What follows belongs to an exercise in optimizing a design on an open flow for small area and a short achievable clock period; a production flow would make more cautious choices. The RTL was checked by simulation tests, not by an equivalence proof against the original design.

### flow/flow/run.sh
#!/bin/bash
# The standard layout flow with these changes in how the layout is made (the
# clock period and the constraints stay the design's): the ports are buffered
# with buf_2 cells, and clock tree synthesis adds no dummy loads. The make
# output goes to standard.log; each ORFS step keeps its own log under orfs/logs.
set -euo pipefail
bash standard.sh SETUP_SLACK_MARGIN=5 \
    "BUFFER_PORTS_ARGS=-buffer_cell sky130_fd_sc_hd__buf_2" \
    "CTS_ARGS=-sink_clustering_enable -repair_clock_nets -dont_use_dummy_load -buf_list sky130_fd_sc_hd__clkbuf_8 -sink_clustering_size 20 -sink_clustering_max_diameter 60" \
    finish > standard.log 2>&1
### flow/standard.sh
#!/bin/bash
# synth_recipe.tcl (not shown) runs the flow's synth.tcl, then flattens the netlist and writes it again
# the make line also repeats each setting of config.mk as NAME=value (left out here)
make -C /OpenROAD-flow-scripts/flow DESIGN_CONFIG=/design/flow/config.mk WORK_HOME=/design/flow/orfs CLKGATE_MAP_FILE= SYNTH_SCRIPT=/design/flow/synth_recipe.tcl "${@:-finish}"
### flow/config.mk
export PLATFORM = sky130hd
export DESIGN_NAME = matrix_multiplier
export DESIGN_NICKNAME = matrix_multiplier
export VERILOG_FILES = /design/flow/design.v
export SDC_FILE = /design/flow/constraint.sdc
export NUM_CORES = 4
export LEC_CHECK = 0
export CAP_MARGIN = 20
export CORE_MARGIN = 2
export CORE_UTILIZATION = 40
export CTS_BUF_LIST = sky130_fd_sc_hd__clkbuf_8
export CTS_CLUSTER_DIAMETER = 60
export CTS_CLUSTER_SIZE = 20
export PLACE_DENSITY = 0.8
export SLEW_MARGIN = 20
export SYNTH_HIERARCHICAL = 1
export SYNTH_MINIMUM_KEEP_SIZE = 0
### flow/constraint.sdc
create_clock -name core_clock -period 8.0 [get_ports {clk}]
set_input_delay 1.6000 -clock core_clock [delete_from_list [all_inputs] [get_ports {clk}]]
set_output_delay 1.6000 -clock core_clock [all_outputs]
set_load 0.01 [all_outputs]
### flow/design.v
module matrix_multiplier (
    input clk,
    input reset,
    input start,
    input [7:0] in,
    output reg [15:0] o,
    output reg done
);
    reg [4:0] cnt;
    wire busy = cnt != 5'd0;
    wire [7:0] in_n = ~in;    
    reg [7:0] r0 [0:2];
    reg [7:0] r1 [0:2];
    reg [7:0] r2 [0:2];
    wire load_b0 = cnt >= 5'd10 && cnt <= 5'd12;
    wire load_b1 = cnt >= 5'd13 && cnt <= 5'd15;
    wire load_b2 = cnt >= 5'd16 && cnt <= 5'd18;
    always @(posedge clk) begin
        r0[0] <= load_b0 ? in_n : r0[2];
        r1[0] <= load_b1 ? in_n : r1[2];
        r2[0] <= load_b2 ? in_n : r2[2];
        r0[1] <= r0[0]; r0[2] <= r0[1];
        r1[1] <= r1[0]; r1[2] <= r1[1];
        r2[1] <= r2[0]; r2[2] <= r2[1];
    end
    reg [7:0] a0 [0:2];
    always @(posedge clk)
        if (cnt == 5'd1 || cnt == 5'd4 || cnt == 5'd7 || cnt == 5'd20 || cnt == 5'd23) begin
            a0[0] <= a0[1]; a0[1] <= a0[2]; a0[2] <= in_n;
        end
    reg [7:0] a1 [0:2];
    always @(posedge clk)
        if (cnt == 5'd2 || cnt == 5'd5 || cnt == 5'd8 || cnt == 5'd21 || cnt == 5'd24) begin
            a1[0] <= a1[1]; a1[1] <= a1[2]; a1[2] <= in_n;
        end
    reg [7:0] a2 [0:2];
    always @(posedge clk)
        if (cnt == 5'd3 || cnt == 5'd6 || cnt == 5'd9 || cnt == 5'd22 || cnt == 5'd25) begin
            a2[0] <= a2[1]; a2[1] <= a2[2]; a2[2] <= in_n;
        end
    wire [7:0] ha0 = a0[0];           
    wire [7:0] b0 = r0[1];            
    wire [7:0] ha1 = a1[0];           
    wire [7:0] b1 = r1[2];            
    wire [7:0] ha2 = a2[0];           
    wire [7:0] b2 = r2[0];            
    reg a1e_next;
    always @(posedge clk) a1e_next <= cnt == 5'd20 || cnt == 5'd23;
    wire ha1e = a1e_next ? a1[1][7] : a1[0][7];
    wire b1e = r1[1][0];
    wire s0_1, s0_2;
    fadd u_s0_1 (~(ha0[0] | b0[6]), ~(ha0[1] | b0[5]), ~(ha0[2] | b0[4]), s0_1, s0_2);
    wire s0_3, s0_4;
    fadd u_s0_3 (~(ha0[0] | b0[7]), ~(ha0[1] | b0[6]), ~(ha0[2] | b0[5]), s0_3, s0_4);
    wire s0_5, s0_6;
    fadd u_s0_5 (~(ha0[3] | b0[4]), ~(ha0[4] | b0[3]), ~(ha0[5] | b0[2]), s0_5, s0_6);
    wire s0_7, s0_8;
    fadd u_s0_7 (~(ha0[1] | b0[7]), ~(ha0[2] | b0[6]), ~(ha0[3] | b0[5]), s0_7, s0_8);
    wire s0_9, s0_10;
    fadd u_s0_9 (~(ha0[4] | b0[4]), ~(ha0[5] | b0[3]), ~(ha0[6] | b0[2]), s0_9, s0_10);
    wire s0_11, s0_12;
    fadd u_s0_11 (~(ha0[2] | b0[7]), ~(ha0[3] | b0[6]), ~(ha0[4] | b0[5]), s0_11, s0_12);
    wire s0_13, s0_14;
    fadd u_s0_13 (~(ha0[0] | b0[4]), ~(ha0[1] | b0[3]), ~(ha0[2] | b0[2]), s0_13, s0_14);
    wire s0_15, s0_16;
    fadd u_s0_15 (~(ha0[0] | b0[5]), ~(ha0[1] | b0[4]), ~(ha0[2] | b0[3]), s0_15, s0_16);
    wire s0_17, s0_18;
    fadd u_s0_17 (~(ha0[3] | b0[2]), ~(ha0[4] | b0[1]), ~(ha0[5] | b0[0]), s0_17, s0_18);
    wire s0_19, s0_20;
    fadd u_s0_19 (s0_1, ~(ha0[3] | b0[3]), ~(ha0[4] | b0[2]), s0_19, s0_20);
    wire s0_21 = ~(ha0[5] | b0[1]) ^ ~(ha0[6] | b0[0]);
    wire s0_22 = ~(ha0[5] | b0[1]) & ~(ha0[6] | b0[0]);
    wire s0_23, s0_24;
    fadd u_s0_23 (s0_2, s0_3, s0_5, s0_23, s0_24);
    wire s0_25, s0_26;
    fadd u_s0_25 (~(ha0[6] | b0[1]), ~(ha0[7] | b0[0]), ~(ha1e | b1e), s0_25, s0_26);
    wire s0_27, s0_28;
    fadd u_s0_27 (s0_4, s0_6, s0_7, s0_27, s0_28);
    wire s0_29 = s0_9 ^ ~(ha0[7] | b0[1]);
    wire s0_30 = s0_9 & ~(ha0[7] | b0[1]);
    wire s0_31, s0_32;
    fadd u_s0_31 (s0_8, s0_10, s0_11, s0_31, s0_32);
    wire s0_33, s0_34;
    fadd u_s0_33 (~(ha0[5] | b0[4]), ~(ha0[6] | b0[3]), ~(ha0[7] | b0[2]), s0_33, s0_34);
    wire s0_35, s0_36;
    fadd u_s0_35 (s0_12, ~(ha0[3] | b0[7]), ~(ha0[4] | b0[6]), s0_35, s0_36);
    wire s0_37, s0_38;
    fadd u_s0_37 (~(ha0[5] | b0[5]), ~(ha0[6] | b0[4]), ~(ha0[7] | b0[3]), s0_37, s0_38);
    wire s0_39, s0_40;
    fadd u_s0_39 (~(ha0[4] | b0[7]), ~(ha0[5] | b0[6]), ~(ha0[6] | b0[5]), s0_39, s0_40);
    wire s0_41, s0_42;
    fadd u_s0_41 (~(ha0[0] | b0[3]), ~(ha0[1] | b0[2]), ~(ha0[2] | b0[1]), s0_41, s0_42);
    wire s0_43, s0_44;
    fadd u_s0_43 (s0_13, ~(ha0[3] | b0[1]), ~(ha0[4] | b0[0]), s0_43, s0_44);
    wire s0_45, s0_46;
    fadd u_s0_45 (s0_14, s0_15, s0_17, s0_45, s0_46);
    wire s0_47, s0_48;
    fadd u_s0_47 (s0_16, s0_18, s0_19, s0_47, s0_48);
    wire s0_49, s0_50;
    fadd u_s0_49 (s0_20, s0_22, s0_23, s0_49, s0_50);
    wire s0_51, s0_52;
    fadd u_s0_51 (s0_24, s0_26, s0_27, s0_51, s0_52);
    wire s0_53, s0_54;
    fadd u_s0_53 (s0_28, s0_30, s0_31, s0_53, s0_54);
    wire s0_55, s0_56;
    fadd u_s0_55 (s0_32, s0_34, s0_35, s0_55, s0_56);
    wire s0_57, s0_58;
    fadd u_s0_57 (s0_36, s0_38, s0_39, s0_57, s0_58);
    wire s0_59, s0_60;
    fadd u_s0_59 (s0_40, ~(ha0[5] | b0[7]), ~(ha0[6] | b0[6]), s0_59, s0_60);
    wire s0_61, s0_62;
    fadd u_s0_61 (~(ha0[0] | b0[2]), ~(ha0[1] | b0[1]), ~(ha0[2] | b0[0]), s0_61, s0_62);
    wire s0_63 = s0_41 ^ ~(ha0[3] | b0[0]);
    wire s0_64 = s0_41 & ~(ha0[3] | b0[0]);
    wire s0_65 = s0_42 ^ s0_43;
    wire s0_66 = s0_42 & s0_43;
    wire s0_67 = s0_44 ^ s0_45;
    wire s0_68 = s0_44 & s0_45;
    wire s0_69, s0_70;
    fadd u_s0_69 (s0_46, s0_47, s0_21, s0_69, s0_70);
    wire s0_71, s0_72;
    fadd u_s0_71 (s0_48, s0_49, s0_25, s0_71, s0_72);
    wire s0_73, s0_74;
    fadd u_s0_73 (s0_50, s0_51, s0_29, s0_73, s0_74);
    wire s0_75, s0_76;
    fadd u_s0_75 (s0_52, s0_53, s0_33, s0_75, s0_76);
    wire s0_77, s0_78;
    fadd u_s0_77 (s0_54, s0_55, s0_37, s0_77, s0_78);
    wire s0_79, s0_80;
    fadd u_s0_79 (s0_56, s0_57, ~(ha0[7] | b0[4]), s0_79, s0_80);
    wire s0_81, s0_82;
    fadd u_s0_81 (s0_58, s0_59, ~(ha0[7] | b0[5]), s0_81, s0_82);
    wire s0_83, s0_84;
    fadd u_s0_83 (s0_60, ~(ha0[6] | b0[7]), ~(ha0[7] | b0[6]), s0_83, s0_84);
    reg q0_s0, q0_s1, q0_c1, q0_s2, q0_s3, q0_c3, q0_s4, q0_c4, q0_s5, q0_c5, q0_s6, q0_c6, q0_s7, q0_c7, q0_s8, q0_c8, q0_s9, q0_c9, q0_s10, q0_c10, q0_s11, q0_c11, q0_s12, q0_c12, q0_s13, q0_c13, q0_s14, q0_c14;
    always @(posedge clk) begin
        q0_s0 <= ~(ha0[0] | b0[0]);
        q0_s1 <= ~(ha0[0] | b0[1]);
        q0_c1 <= ~(ha0[1] | b0[0]);
        q0_s2 <= s0_61;
        q0_s3 <= s0_62;
        q0_c3 <= s0_63;
        q0_s4 <= s0_64;
        q0_c4 <= s0_65;
        q0_s5 <= s0_66;
        q0_c5 <= s0_67;
        q0_s6 <= s0_68;
        q0_c6 <= s0_69;
        q0_s7 <= s0_70;
        q0_c7 <= s0_71;
        q0_s8 <= s0_72;
        q0_c8 <= s0_73;
        q0_s9 <= s0_74;
        q0_c9 <= s0_75;
        q0_s10 <= s0_76;
        q0_c10 <= s0_77;
        q0_s11 <= s0_78;
        q0_c11 <= s0_79;
        q0_s12 <= s0_80;
        q0_c12 <= s0_81;
        q0_s13 <= s0_82;
        q0_c13 <= s0_83;
        q0_s14 <= s0_84;
        q0_c14 <= ~(ha0[7] | b0[7]);
    end
    wire s1_1, s1_2;
    fadd u_s1_1 (q0_s4, q0_c4, ~(ha1[0] | b1[4]), s1_1, s1_2);
    wire s1_3, s1_4;
    fadd u_s1_3 (q0_s5, q0_c5, ~(ha1[0] | b1[5]), s1_3, s1_4);
    wire s1_5, s1_6;
    fadd u_s1_5 (~(ha1[1] | b1[4]), ~(ha1[2] | b1[3]), ~(ha1[3] | b1[2]), s1_5, s1_6);
    wire s1_7, s1_8;
    fadd u_s1_7 (q0_s6, q0_c6, ~(ha1[0] | b1[6]), s1_7, s1_8);
    wire s1_9, s1_10;
    fadd u_s1_9 (~(ha1[1] | b1[5]), ~(ha1[2] | b1[4]), ~(ha1[3] | b1[3]), s1_9, s1_10);
    wire s1_11, s1_12;
    fadd u_s1_11 (~(ha1[4] | b1[2]), ~(ha1[5] | b1[1]), ~(ha1[6] | b1[0]), s1_11, s1_12);
    wire s1_13, s1_14;
    fadd u_s1_13 (q0_s7, q0_c7, ~(ha1[0] | b1[7]), s1_13, s1_14);
    wire s1_15, s1_16;
    fadd u_s1_15 (~(ha1[1] | b1[6]), ~(ha1[2] | b1[5]), ~(ha1[3] | b1[4]), s1_15, s1_16);
    wire s1_17, s1_18;
    fadd u_s1_17 (~(ha1[4] | b1[3]), ~(ha1[5] | b1[2]), ~(ha1[6] | b1[1]), s1_17, s1_18);
    wire s1_19, s1_20;
    fadd u_s1_19 (q0_s8, q0_c8, ~(ha1[1] | b1[7]), s1_19, s1_20);
    wire s1_21, s1_22;
    fadd u_s1_21 (~(ha1[2] | b1[6]), ~(ha1[3] | b1[5]), ~(ha1[4] | b1[4]), s1_21, s1_22);
    wire s1_23, s1_24;
    fadd u_s1_23 (~(ha1[5] | b1[3]), ~(ha1[6] | b1[2]), ~(ha1[7] | b1[1]), s1_23, s1_24);
    wire s1_25, s1_26;
    fadd u_s1_25 (q0_s9, q0_c9, ~(ha1[2] | b1[7]), s1_25, s1_26);
    wire s1_27, s1_28;
    fadd u_s1_27 (~(ha1[3] | b1[6]), ~(ha1[4] | b1[5]), ~(ha1[5] | b1[4]), s1_27, s1_28);
    wire s1_29 = ~(ha1[6] | b1[3]) ^ ~(ha1[7] | b1[2]);
    wire s1_30 = ~(ha1[6] | b1[3]) & ~(ha1[7] | b1[2]);
    wire s1_31, s1_32;
    fadd u_s1_31 (q0_s10, q0_c10, ~(ha1[3] | b1[7]), s1_31, s1_32);
    wire s1_33, s1_34;
    fadd u_s1_33 (~(ha1[4] | b1[6]), ~(ha1[5] | b1[5]), ~(ha1[6] | b1[4]), s1_33, s1_34);
    wire s1_35, s1_36;
    fadd u_s1_35 (q0_s11, q0_c11, ~(ha1[4] | b1[7]), s1_35, s1_36);
    wire s1_37, s1_38;
    fadd u_s1_37 (q0_s3, q0_c3, ~(ha1[0] | b1[3]), s1_37, s1_38);
    wire s1_39, s1_40;
    fadd u_s1_39 (s1_1, ~(ha1[1] | b1[3]), ~(ha1[2] | b1[2]), s1_39, s1_40);
    wire s1_41, s1_42;
    fadd u_s1_41 (s1_2, s1_3, s1_5, s1_41, s1_42);
    wire s1_43, s1_44;
    fadd u_s1_43 (s1_4, s1_6, s1_7, s1_43, s1_44);
    wire s1_45, s1_46;
    fadd u_s1_45 (s1_8, s1_10, s1_12, s1_45, s1_46);
    wire s1_47, s1_48;
    fadd u_s1_47 (s1_13, s1_15, s1_17, s1_47, s1_48);
    wire s1_49, s1_50;
    fadd u_s1_49 (s1_14, s1_16, s1_18, s1_49, s1_50);
    wire s1_51, s1_52;
    fadd u_s1_51 (s1_19, s1_21, s1_23, s1_51, s1_52);
    wire s1_53, s1_54;
    fadd u_s1_53 (s1_20, s1_22, s1_24, s1_53, s1_54);
    wire s1_55, s1_56;
    fadd u_s1_55 (s1_25, s1_27, s1_29, s1_55, s1_56);
    wire s1_57, s1_58;
    fadd u_s1_57 (s1_26, s1_28, s1_30, s1_57, s1_58);
    wire s1_59, s1_60;
    fadd u_s1_59 (s1_31, s1_33, ~(ha1[7] | b1[3]), s1_59, s1_60);
    wire s1_61, s1_62;
    fadd u_s1_61 (s1_32, s1_34, s1_35, s1_61, s1_62);
    wire s1_63, s1_64;
    fadd u_s1_63 (~(ha1[5] | b1[6]), ~(ha1[6] | b1[5]), ~(ha1[7] | b1[4]), s1_63, s1_64);
    wire s1_65, s1_66;
    fadd u_s1_65 (s1_36, q0_s12, q0_c12, s1_65, s1_66);
    wire s1_67, s1_68;
    fadd u_s1_67 (~(ha1[5] | b1[7]), ~(ha1[6] | b1[6]), ~(ha1[7] | b1[5]), s1_67, s1_68);
    wire s1_69, s1_70;
    fadd u_s1_69 (q0_s13, q0_c13, ~(ha1[6] | b1[7]), s1_69, s1_70);
    wire s1_71, s1_72;
    fadd u_s1_71 (q0_s1, q0_c1, ~(ha1[0] | b1[1]), s1_71, s1_72);
    wire s1_73, s1_74;
    fadd u_s1_73 (q0_s2, ~(ha1[0] | b1[2]), ~(ha1[1] | b1[1]), s1_73, s1_74);
    wire s1_75, s1_76;
    fadd u_s1_75 (s1_37, ~(ha1[1] | b1[2]), ~(ha1[2] | b1[1]), s1_75, s1_76);
    wire s1_77, s1_78;
    fadd u_s1_77 (s1_38, s1_39, ~(ha1[3] | b1[1]), s1_77, s1_78);
    wire s1_79, s1_80;
    fadd u_s1_79 (s1_40, s1_41, ~(ha1[4] | b1[1]), s1_79, s1_80);
    wire s1_81, s1_82;
    fadd u_s1_81 (s1_42, s1_43, s1_9, s1_81, s1_82);
    wire s1_83, s1_84;
    fadd u_s1_83 (s1_44, s1_45, s1_47, s1_83, s1_84);
    wire s1_85, s1_86;
    fadd u_s1_85 (s1_46, s1_48, s1_49, s1_85, s1_86);
    wire s1_87, s1_88;
    fadd u_s1_87 (s1_50, s1_52, s1_53, s1_87, s1_88);
    wire s1_89, s1_90;
    fadd u_s1_89 (s1_54, s1_56, s1_57, s1_89, s1_90);
    wire s1_91, s1_92;
    fadd u_s1_91 (s1_58, s1_60, s1_61, s1_91, s1_92);
    wire s1_93, s1_94;
    fadd u_s1_93 (s1_62, s1_64, s1_65, s1_93, s1_94);
    wire s1_95, s1_96;
    fadd u_s1_95 (s1_66, s1_68, s1_69, s1_95, s1_96);
    wire s1_97, s1_98;
    fadd u_s1_97 (s1_70, q0_s14, q0_c14, s1_97, s1_98);
    wire s1_99, s1_100;
    fadd u_s1_99 (s1_72, s1_73, ~(ha1[2] | b1[0]), s1_99, s1_100);
    wire s1_101, s1_102;
    fadd u_s1_101 (s1_74, s1_75, ~(ha1[3] | b1[0]), s1_101, s1_102);
    wire s1_103, s1_104;
    fadd u_s1_103 (s1_76, s1_77, ~(ha1[4] | b1[0]), s1_103, s1_104);
    wire s1_105, s1_106;
    fadd u_s1_105 (s1_78, s1_79, ~(ha1[5] | b1[0]), s1_105, s1_106);
    wire s1_107, s1_108;
    fadd u_s1_107 (s1_80, s1_81, s1_11, s1_107, s1_108);
    wire s1_109 = s1_82 ^ s1_83;
    wire s1_110 = s1_82 & s1_83;
    wire s1_111, s1_112;
    fadd u_s1_111 (s1_84, s1_85, s1_51, s1_111, s1_112);
    wire s1_113, s1_114;
    fadd u_s1_113 (s1_86, s1_87, s1_55, s1_113, s1_114);
    wire s1_115, s1_116;
    fadd u_s1_115 (s1_88, s1_89, s1_59, s1_115, s1_116);
    wire s1_117, s1_118;
    fadd u_s1_117 (s1_90, s1_91, s1_63, s1_117, s1_118);
    wire s1_119, s1_120;
    fadd u_s1_119 (s1_92, s1_93, s1_67, s1_119, s1_120);
    wire s1_121, s1_122;
    fadd u_s1_121 (s1_94, s1_95, ~(ha1[7] | b1[6]), s1_121, s1_122);
    wire s1_123, s1_124;
    fadd u_s1_123 (s1_96, s1_97, ~(ha1[7] | b1[7]), s1_123, s1_124);
    wire s1_125 = s1_124 ^ s1_98;
    reg q1_s0, q1_c0, q1_s1, q1_c1, q1_s2, q1_s3, q1_c3, q1_s4, q1_c4, q1_s5, q1_c5, q1_s6, q1_c6, q1_s7, q1_c7, q1_s8, q1_c8, q1_s9, q1_c9, q1_s10, q1_c10, q1_s11, q1_c11, q1_s12, q1_c12, q1_s13, q1_c13, q1_s14, q1_c14, q1_s15;
    always @(posedge clk) begin
        q1_s0 <= q0_s0;
        q1_c0 <= ~(ha1[0] | b1[0]);
        q1_s1 <= s1_71;
        q1_c1 <= ~(ha1[1] | b1[0]);
        q1_s2 <= s1_99;
        q1_s3 <= s1_100;
        q1_c3 <= s1_101;
        q1_s4 <= s1_102;
        q1_c4 <= s1_103;
        q1_s5 <= s1_104;
        q1_c5 <= s1_105;
        q1_s6 <= s1_106;
        q1_c6 <= s1_107;
        q1_s7 <= s1_108;
        q1_c7 <= s1_109;
        q1_s8 <= s1_110;
        q1_c8 <= s1_111;
        q1_s9 <= s1_112;
        q1_c9 <= s1_113;
        q1_s10 <= s1_114;
        q1_c10 <= s1_115;
        q1_s11 <= s1_116;
        q1_c11 <= s1_117;
        q1_s12 <= s1_118;
        q1_c12 <= s1_119;
        q1_s13 <= s1_120;
        q1_c13 <= s1_121;
        q1_s14 <= s1_122;
        q1_c14 <= s1_123;
        q1_s15 <= s1_125;
    end
    wire s2_1, s2_2;
    fadd u_s2_1 (q1_s4, q1_c4, ~(ha2[0] | b2[4]), s2_1, s2_2);
    wire s2_3, s2_4;
    fadd u_s2_3 (q1_s5, q1_c5, ~(ha2[0] | b2[5]), s2_3, s2_4);
    wire s2_5, s2_6;
    fadd u_s2_5 (~(ha2[1] | b2[4]), ~(ha2[2] | b2[3]), ~(ha2[3] | b2[2]), s2_5, s2_6);
    wire s2_7, s2_8;
    fadd u_s2_7 (q1_s6, q1_c6, ~(ha2[0] | b2[6]), s2_7, s2_8);
    wire s2_9, s2_10;
    fadd u_s2_9 (~(ha2[1] | b2[5]), ~(ha2[2] | b2[4]), ~(ha2[3] | b2[3]), s2_9, s2_10);
    wire s2_11, s2_12;
    fadd u_s2_11 (~(ha2[4] | b2[2]), ~(ha2[5] | b2[1]), ~(ha2[6] | b2[0]), s2_11, s2_12);
    wire s2_13, s2_14;
    fadd u_s2_13 (q1_s7, q1_c7, ~(ha2[0] | b2[7]), s2_13, s2_14);
    wire s2_15, s2_16;
    fadd u_s2_15 (~(ha2[1] | b2[6]), ~(ha2[2] | b2[5]), ~(ha2[3] | b2[4]), s2_15, s2_16);
    wire s2_17, s2_18;
    fadd u_s2_17 (~(ha2[4] | b2[3]), ~(ha2[5] | b2[2]), ~(ha2[6] | b2[1]), s2_17, s2_18);
    wire s2_19, s2_20;
    fadd u_s2_19 (q1_s8, q1_c8, ~(ha2[1] | b2[7]), s2_19, s2_20);
    wire s2_21, s2_22;
    fadd u_s2_21 (~(ha2[2] | b2[6]), ~(ha2[3] | b2[5]), ~(ha2[4] | b2[4]), s2_21, s2_22);
    wire s2_23, s2_24;
    fadd u_s2_23 (~(ha2[5] | b2[3]), ~(ha2[6] | b2[2]), ~(ha2[7] | b2[1]), s2_23, s2_24);
    wire s2_25, s2_26;
    fadd u_s2_25 (q1_s9, q1_c9, ~(ha2[2] | b2[7]), s2_25, s2_26);
    wire s2_27, s2_28;
    fadd u_s2_27 (~(ha2[3] | b2[6]), ~(ha2[4] | b2[5]), ~(ha2[5] | b2[4]), s2_27, s2_28);
    wire s2_29 = ~(ha2[6] | b2[3]) ^ ~(ha2[7] | b2[2]);
    wire s2_30 = ~(ha2[6] | b2[3]) & ~(ha2[7] | b2[2]);
    wire s2_31, s2_32;
    fadd u_s2_31 (q1_s10, q1_c10, ~(ha2[3] | b2[7]), s2_31, s2_32);
    wire s2_33, s2_34;
    fadd u_s2_33 (~(ha2[4] | b2[6]), ~(ha2[5] | b2[5]), ~(ha2[6] | b2[4]), s2_33, s2_34);
    wire s2_35, s2_36;
    fadd u_s2_35 (q1_s11, q1_c11, ~(ha2[4] | b2[7]), s2_35, s2_36);
    wire s2_37, s2_38;
    fadd u_s2_37 (q1_s3, q1_c3, ~(ha2[0] | b2[3]), s2_37, s2_38);
    wire s2_39, s2_40;
    fadd u_s2_39 (s2_1, ~(ha2[1] | b2[3]), ~(ha2[2] | b2[2]), s2_39, s2_40);
    wire s2_41, s2_42;
    fadd u_s2_41 (s2_2, s2_3, s2_5, s2_41, s2_42);
    wire s2_43, s2_44;
    fadd u_s2_43 (s2_4, s2_6, s2_7, s2_43, s2_44);
    wire s2_45, s2_46;
    fadd u_s2_45 (s2_8, s2_10, s2_12, s2_45, s2_46);
    wire s2_47, s2_48;
    fadd u_s2_47 (s2_13, s2_15, s2_17, s2_47, s2_48);
    wire s2_49, s2_50;
    fadd u_s2_49 (s2_14, s2_16, s2_18, s2_49, s2_50);
    wire s2_51, s2_52;
    fadd u_s2_51 (s2_19, s2_21, s2_23, s2_51, s2_52);
    wire s2_53, s2_54;
    fadd u_s2_53 (s2_20, s2_22, s2_24, s2_53, s2_54);
    wire s2_55, s2_56;
    fadd u_s2_55 (s2_25, s2_27, s2_29, s2_55, s2_56);
    wire s2_57, s2_58;
    fadd u_s2_57 (s2_26, s2_28, s2_30, s2_57, s2_58);
    wire s2_59, s2_60;
    fadd u_s2_59 (s2_31, s2_33, ~(ha2[7] | b2[3]), s2_59, s2_60);
    wire s2_61, s2_62;
    fadd u_s2_61 (s2_32, s2_34, s2_35, s2_61, s2_62);
    wire s2_63, s2_64;
    fadd u_s2_63 (~(ha2[5] | b2[6]), ~(ha2[6] | b2[5]), ~(ha2[7] | b2[4]), s2_63, s2_64);
    wire s2_65, s2_66;
    fadd u_s2_65 (s2_36, q1_s12, q1_c12, s2_65, s2_66);
    wire s2_67, s2_68;
    fadd u_s2_67 (~(ha2[5] | b2[7]), ~(ha2[6] | b2[6]), ~(ha2[7] | b2[5]), s2_67, s2_68);
    wire s2_69, s2_70;
    fadd u_s2_69 (q1_s13, q1_c13, ~(ha2[6] | b2[7]), s2_69, s2_70);
    wire s2_71, s2_72;
    fadd u_s2_71 (q1_s1, q1_c1, ~(ha2[0] | b2[1]), s2_71, s2_72);
    wire s2_73, s2_74;
    fadd u_s2_73 (q1_s2, ~(ha2[0] | b2[2]), ~(ha2[1] | b2[1]), s2_73, s2_74);
    wire s2_75, s2_76;
    fadd u_s2_75 (s2_37, ~(ha2[1] | b2[2]), ~(ha2[2] | b2[1]), s2_75, s2_76);
    wire s2_77, s2_78;
    fadd u_s2_77 (s2_38, s2_39, ~(ha2[3] | b2[1]), s2_77, s2_78);
    wire s2_79, s2_80;
    fadd u_s2_79 (s2_40, s2_41, ~(ha2[4] | b2[1]), s2_79, s2_80);
    wire s2_81, s2_82;
    fadd u_s2_81 (s2_42, s2_43, s2_9, s2_81, s2_82);
    wire s2_83, s2_84;
    fadd u_s2_83 (s2_44, s2_45, s2_47, s2_83, s2_84);
    wire s2_85, s2_86;
    fadd u_s2_85 (s2_46, s2_48, s2_49, s2_85, s2_86);
    wire s2_87, s2_88;
    fadd u_s2_87 (s2_50, s2_52, s2_53, s2_87, s2_88);
    wire s2_89, s2_90;
    fadd u_s2_89 (s2_54, s2_56, s2_57, s2_89, s2_90);
    wire s2_91, s2_92;
    fadd u_s2_91 (s2_58, s2_60, s2_61, s2_91, s2_92);
    wire s2_93, s2_94;
    fadd u_s2_93 (s2_62, s2_64, s2_65, s2_93, s2_94);
    wire s2_95, s2_96;
    fadd u_s2_95 (s2_66, s2_68, s2_69, s2_95, s2_96);
    wire s2_97, s2_98;
    fadd u_s2_97 (s2_70, q1_s14, q1_c14, s2_97, s2_98);
    wire s2_99, s2_100;
    fadd u_s2_99 (q1_s0, q1_c0, ~(ha2[0] | b2[0]), s2_99, s2_100);
    wire s2_101 = s2_71 ^ ~(ha2[1] | b2[0]);
    wire s2_102 = s2_71 & ~(ha2[1] | b2[0]);
    wire s2_103, s2_104;
    fadd u_s2_103 (s2_72, s2_73, ~(ha2[2] | b2[0]), s2_103, s2_104);
    wire s2_105, s2_106;
    fadd u_s2_105 (s2_74, s2_75, ~(ha2[3] | b2[0]), s2_105, s2_106);
    wire s2_107, s2_108;
    fadd u_s2_107 (s2_76, s2_77, ~(ha2[4] | b2[0]), s2_107, s2_108);
    wire s2_109, s2_110;
    fadd u_s2_109 (s2_78, s2_79, ~(ha2[5] | b2[0]), s2_109, s2_110);
    wire s2_111, s2_112;
    fadd u_s2_111 (s2_80, s2_81, s2_11, s2_111, s2_112);
    wire s2_113 = s2_82 ^ s2_83;
    wire s2_114 = s2_82 & s2_83;
    wire s2_115, s2_116;
    fadd u_s2_115 (s2_84, s2_85, s2_51, s2_115, s2_116);
    wire s2_117, s2_118;
    fadd u_s2_117 (s2_86, s2_87, s2_55, s2_117, s2_118);
    wire s2_119, s2_120;
    fadd u_s2_119 (s2_88, s2_89, s2_59, s2_119, s2_120);
    wire s2_121, s2_122;
    fadd u_s2_121 (s2_90, s2_91, s2_63, s2_121, s2_122);
    wire s2_123, s2_124;
    fadd u_s2_123 (s2_92, s2_93, s2_67, s2_123, s2_124);
    wire s2_125, s2_126;
    fadd u_s2_125 (s2_94, s2_95, ~(ha2[7] | b2[6]), s2_125, s2_126);
    wire s2_127, s2_128;
    fadd u_s2_127 (s2_96, s2_97, ~(ha2[7] | b2[7]), s2_127, s2_128);
    wire s2_129 = s2_98 ^ q1_s15;
    wire s2_130 = s2_128 ^ s2_129;
    reg q2_s0, q2_s1, q2_c1, q2_s2, q2_c2, q2_s3, q2_c3, q2_s4, q2_c4, q2_s5, q2_c5, q2_s6, q2_c6, q2_s7, q2_c7, q2_s8, q2_c8, q2_s9, q2_c9, q2_s10, q2_c10, q2_s11, q2_c11, q2_s12, q2_c12, q2_s13, q2_c13, q2_s14, q2_c14, q2_s15, q2_x7;
    always @(posedge clk) begin
        q2_s0 <= s2_99;
        q2_s1 <= s2_100;
        q2_c1 <= s2_101;
        q2_s2 <= s2_102;
        q2_c2 <= s2_103;
        q2_s3 <= s2_104;
        q2_c3 <= s2_105;
        q2_s4 <= s2_106;
        q2_c4 <= s2_107;
        q2_s5 <= s2_108;
        q2_c5 <= s2_109;
        q2_s6 <= s2_110;
        q2_c6 <= s2_111;
        q2_s7 <= s2_112;
        q2_c7 <= s2_113;
        q2_s8 <= s2_114;
        q2_c8 <= s2_115;
        q2_s9 <= s2_116;
        q2_c9 <= s2_117;
        q2_s10 <= s2_118;
        q2_c10 <= s2_119;
        q2_s11 <= s2_120;
        q2_c11 <= s2_121;
        q2_s12 <= s2_122;
        q2_c12 <= s2_123;
        q2_s13 <= s2_124;
        q2_c13 <= s2_125;
        q2_s14 <= s2_126;
        q2_c14 <= s2_127;
        q2_s15 <= s2_130;
        q2_x7 <= ~(ha2[7] | b2[0]);
    end
    wire [15:0] sum_s = {q2_s15, q2_s14, q2_s13, q2_s12, q2_s11, q2_s10, q2_s9, q2_s8, q2_s7, q2_s6, q2_s5, q2_s4, q2_s3, q2_s2, q2_s1, q2_s0};
    wire [15:0] sum_c = {1'b0, q2_c14, q2_c13, q2_c12, q2_c11, q2_c10, q2_c9, q2_c8, q2_c7, q2_c6, q2_c5, q2_c4, q2_c3, q2_c2, q2_c1, 1'b0};
    wire [15:0] sum = sum_s + sum_c + {8'd0, q2_x7, 7'd0};
    wire valid = cnt >= 5'd21 && cnt <= 5'd29;
    always @(posedge clk or posedge reset) begin
        if (reset) begin
            cnt  <= 5'd0;
            o    <= 16'd0;
            done <= 1'b0;
        end else begin
            o    <= valid ? sum : 16'd0;
            done <= cnt == 5'd29 || cnt == 5'd30;
            if (cnt == 5'd30)
                cnt <= 5'd0;
            else if (busy || start)
                cnt <= cnt + 5'd1;
        end
    end
endmodule
module fadd (input a, input b, input c, output s, output co);
    assign s  = a ^ b ^ c;
    assign co = (a & b) | (a & c) | (b & c);
endmodule
==> impl_metrics.csv <==
group,metric,value,unit
status,status,"timing/DRC/antenna clean",
layout,fillCellCount,2514,
die,rows,62,
critical_path,cp.required,8.40,ns
timing,tightest_slew,0.9090,ns
die,die_w,175.0,µm
critical_path,max_stage_delay,0.56,ns
die,initial_core_util,40.64,%
die,die_y,175.0,µm
die,ios,28,
synthesis,avgSynthCellArea,13.01,µm²
min_path,min_path_cells,0,
cts,cts_buffer_depth,3,
die,die-area,30620,µm²
placement,dp_cells,1256,
critical_path,cp_cell_sequence,"nor2_1, fa_1, fa_1, fa_1, fa_1",
timing,fin_skew,0.03825,ns
critical_path,cp_common_cell,"fa_1",
synthesis,synth_top_area_share,27.73,%
synthesis,syn-instance-count,899,
layout,fin_util,42.90,%
synthesis,synth_top_family_by_area,"adder cells",
critical_path,rrSetupSlack,5.17,ns
critical_path,r2r-end,"q0_c6",
cts,cts_tree,"yes",
cts,cts_buffers,17,
timing,rsz0062_at_grt,"false",
layout,stdcell_area,12350,µm²
critical_path,r2r_cells,5,
synthesis,yosys.area.top_type,"dfxtp_1",
synthesis,synth.area.top_cells,"dfxtp_1, fa_1, edfxtp_1",
critical_path,crit_buf_inv,0,
critical_path,crit_fanout,8,
critical_path,critical_path_arrival,3.23,ns
synthesis,synthesis.area,11690,µm²
timing,period_needed,2.834,ns
cts,postCtsSetupBuffers,0,
synthesis,synthFlopType,"dfxtp_1",
cts,htree_levels,1,
synthesis,synth_edf_count,72,
layout,diodes,0,
layout,finalNonFillerCells,1273,
placement,numPortBuffers,27,
route,totalWireLength,20.10,mm
critical_path,rr_startpoint,"a0[0][0]",
route,drt_pass1_iterations,4,
placement,placed_area,12110,µm²
timing,min_period_over_period,35.42,%
timing,finalWorstSetupSlack,5.166,ns
grt,grt_antenna_before_repair,0,
cts,postCtsHoldBufs,0,
layout,synthToLayoutAreaGrowth,5.574,%
timing,tns,0,ns
synthesis,synth-simple-area-share,9.779,%
route,routedWlPerCell,15.79,µm
min_path,hold_class,"register to register",
cts,clk_pin_slew_worst_paths,0.12,ns
route,num_vias,6225,
timing,report.final.hold_viol_count,0,
route,avgViaCountPerCell,4.890,
min_path,hold_path.startpoint,"r2[1][0]",
synthesis,seq_area_frac_synth,50.93,%
cts,cts_sinks,256,
grt,grt_pass1_vias,6705,
layout,drive_gt1_share,7.087,%
timing,max_slew_margin,39.33,%
cts,insertion_delay,0.52,ns
placement,place_ws,5.165,ns
synthesis,muxShareOfSynthArea,0,%
cts,cts_resized,0,
synthesis,synth_nets,1111,
route,ant_nets,0,
critical_path,worstSetupPathType,"register to register",
critical_path,path_delay_family,"adder cells",
synthesis,synth_xor_area_share,1.048,%
synthesis,ys_ff_latch,256,
critical_path,cp-end-kind,"register",
synthesis,synth_commonest_cells,"nor2_1, dfxtp_1, fa_1, edfxtp_1, clkbuf_1",
min_path,holdPathEnd,"r2[2][0]",
route,drtIter0Drc,441,
timing,slew_viol_final,0,
cts,cts_root_buf,"clkbuf_8",
synthesis,synth-compound-area-share,3.691,%
timing,finalSetupViolCount,0,
synthesis,synth_fa_ha_area_share,31.77,%
critical_path,crit_path_top_delay_cell,"fa_1",
placement,hpwlAfterDp,15.59,mm
grt,grt-ovfl-total,0,
timing,fmax,0.3529,GHz
route,route.detailed.drc,0,
layout,fin_nets,1103,
synthesis,ys_types,47,
grt,grt_max_degree,25,
synthesis,ys_async_sr_fraction,8.594,%
die,coreArea,28780,µm²
run,drv_cap,0,
timing,fin_hold_ws,0.3203,ns
placement,gp_congestion,0.8853,
synthesis,synth_most_common_cell,"nor2_1",
grt,grt_use_total,13.69,%
synthesis,ys_warn_count,13,
grt,grt_pass1_wl,33.69,mm
critical_path,start_kind,"register",
## area by class of cell
type | count | area (µm²) | share of cell area [%]
tap | 384 | 480.5 | 3.891
sequential | 256 | 5956 | 48.24
multi-input combinational | 561 | 5425 | 43.94
clock buffer | 17 | 234.0 | 1.895
inverter | 25 | 93.84 | 0.7600
timing repair buffer | 30 | 157.7 | 1.277
## cells by family after synthesis
logic type                 after synthesis
AOI/OAI and AO/OA                       68
xor gates and xnor gates                14
adders and majority gates              201
buffers and inverters                   82
DFF                                    256
and+or+nand+nor                        278
## state kept, by name (all words and copies together) (netlist names), 5 cells and up
register	count
a0	24
a1	24
a2	24
cnt	5
o	16
r0	24
r1	24
r2	24
## worst max-delay path by stage
stage	startpoint	endpoint	slack [ns]	cells after the start
after detailed placement	a0[0][0]	q0_c6	5.16	5
after global placement	a2[0][4]	q2_s15	5.27	7
final	a0[0][0]	q0_c6	5.17	5
after floorplan	a2[0][4]	q2_s15	5.29	8
after global routing	a0[0][1]	q0_c6	5.07	5
after CTS	a0[0][0]	q0_c6	5.17	5
## metal layers
metal	part of all wire (%)	track usage (%)	up-vias
met4	2.0	3.611	0
met5	0	0	-
met1	45	18.21	3159
met3	4.9	2.023	41
met2	48	23.58	198
li1	-	-	2827
## per-module statistics from Yosys, one instance, submodules excluded
module,copies in the design,cells
fadd,158,1
matrix_multiplier,1,741
## layout by cell type, fill, tap and decap left out, drive strengths merged, types with 2 or more instances in the layout
cell type / netlist / final
edfxtp: 72 / 72
nor3b: 3 / 3
nor2: 207 / 207
xor2: 7 / 7
dfrtp: 22 / 22
and2: 4 / 4
a31oi: 3 / 3
or3: 3 / 3
buf: 11 / 30
nor3: 6 / 6
xnor2: 7 / 7
a21oi: 16 / 16
ha: 41 / 41
o21a: 2 / 2
and3: 2 / 2
nand2: 34 / 34
clkbuf: 46 / 17
inv: 25 / 25
o21ai: 32 / 32
a21o: 3 / 3
fa: 160 / 160
a211oi: 3 / 3
a22oi: 2 / 2
nor2b: 6 / 6
dfxtp: 162 / 162
nand3: 9 / 9

[separate check: timing with driven ports]
How much do the figures lean on ideal ports? The routed layout below was timed once more, with nothing changed but the port constraints. Step 1, drivers: a clkbuf_16 drives clk and a buf_2 each remaining input, both assumed. Step 2 adds t to the input delays and takes it off the output delays; t is the mean of the earliest and latest rising clock arrival at the registers after step 1. Input paths then give back, and output paths get back, about the clock's delay inside the block. a / b / c = ideal ports / drivers / drivers and shift; a / b = the first two.
shift t [ns]: 0.543
slack for setup (ns): 5.166 / 5.166 / 5.166
hold WS [ns]: 0.320 / 0.320 / 0.320
After both steps this run still meets setup and hold. For this run, drivers alone change the setup slack by 0.000 ns; drivers and shift together by 0.000 ns.
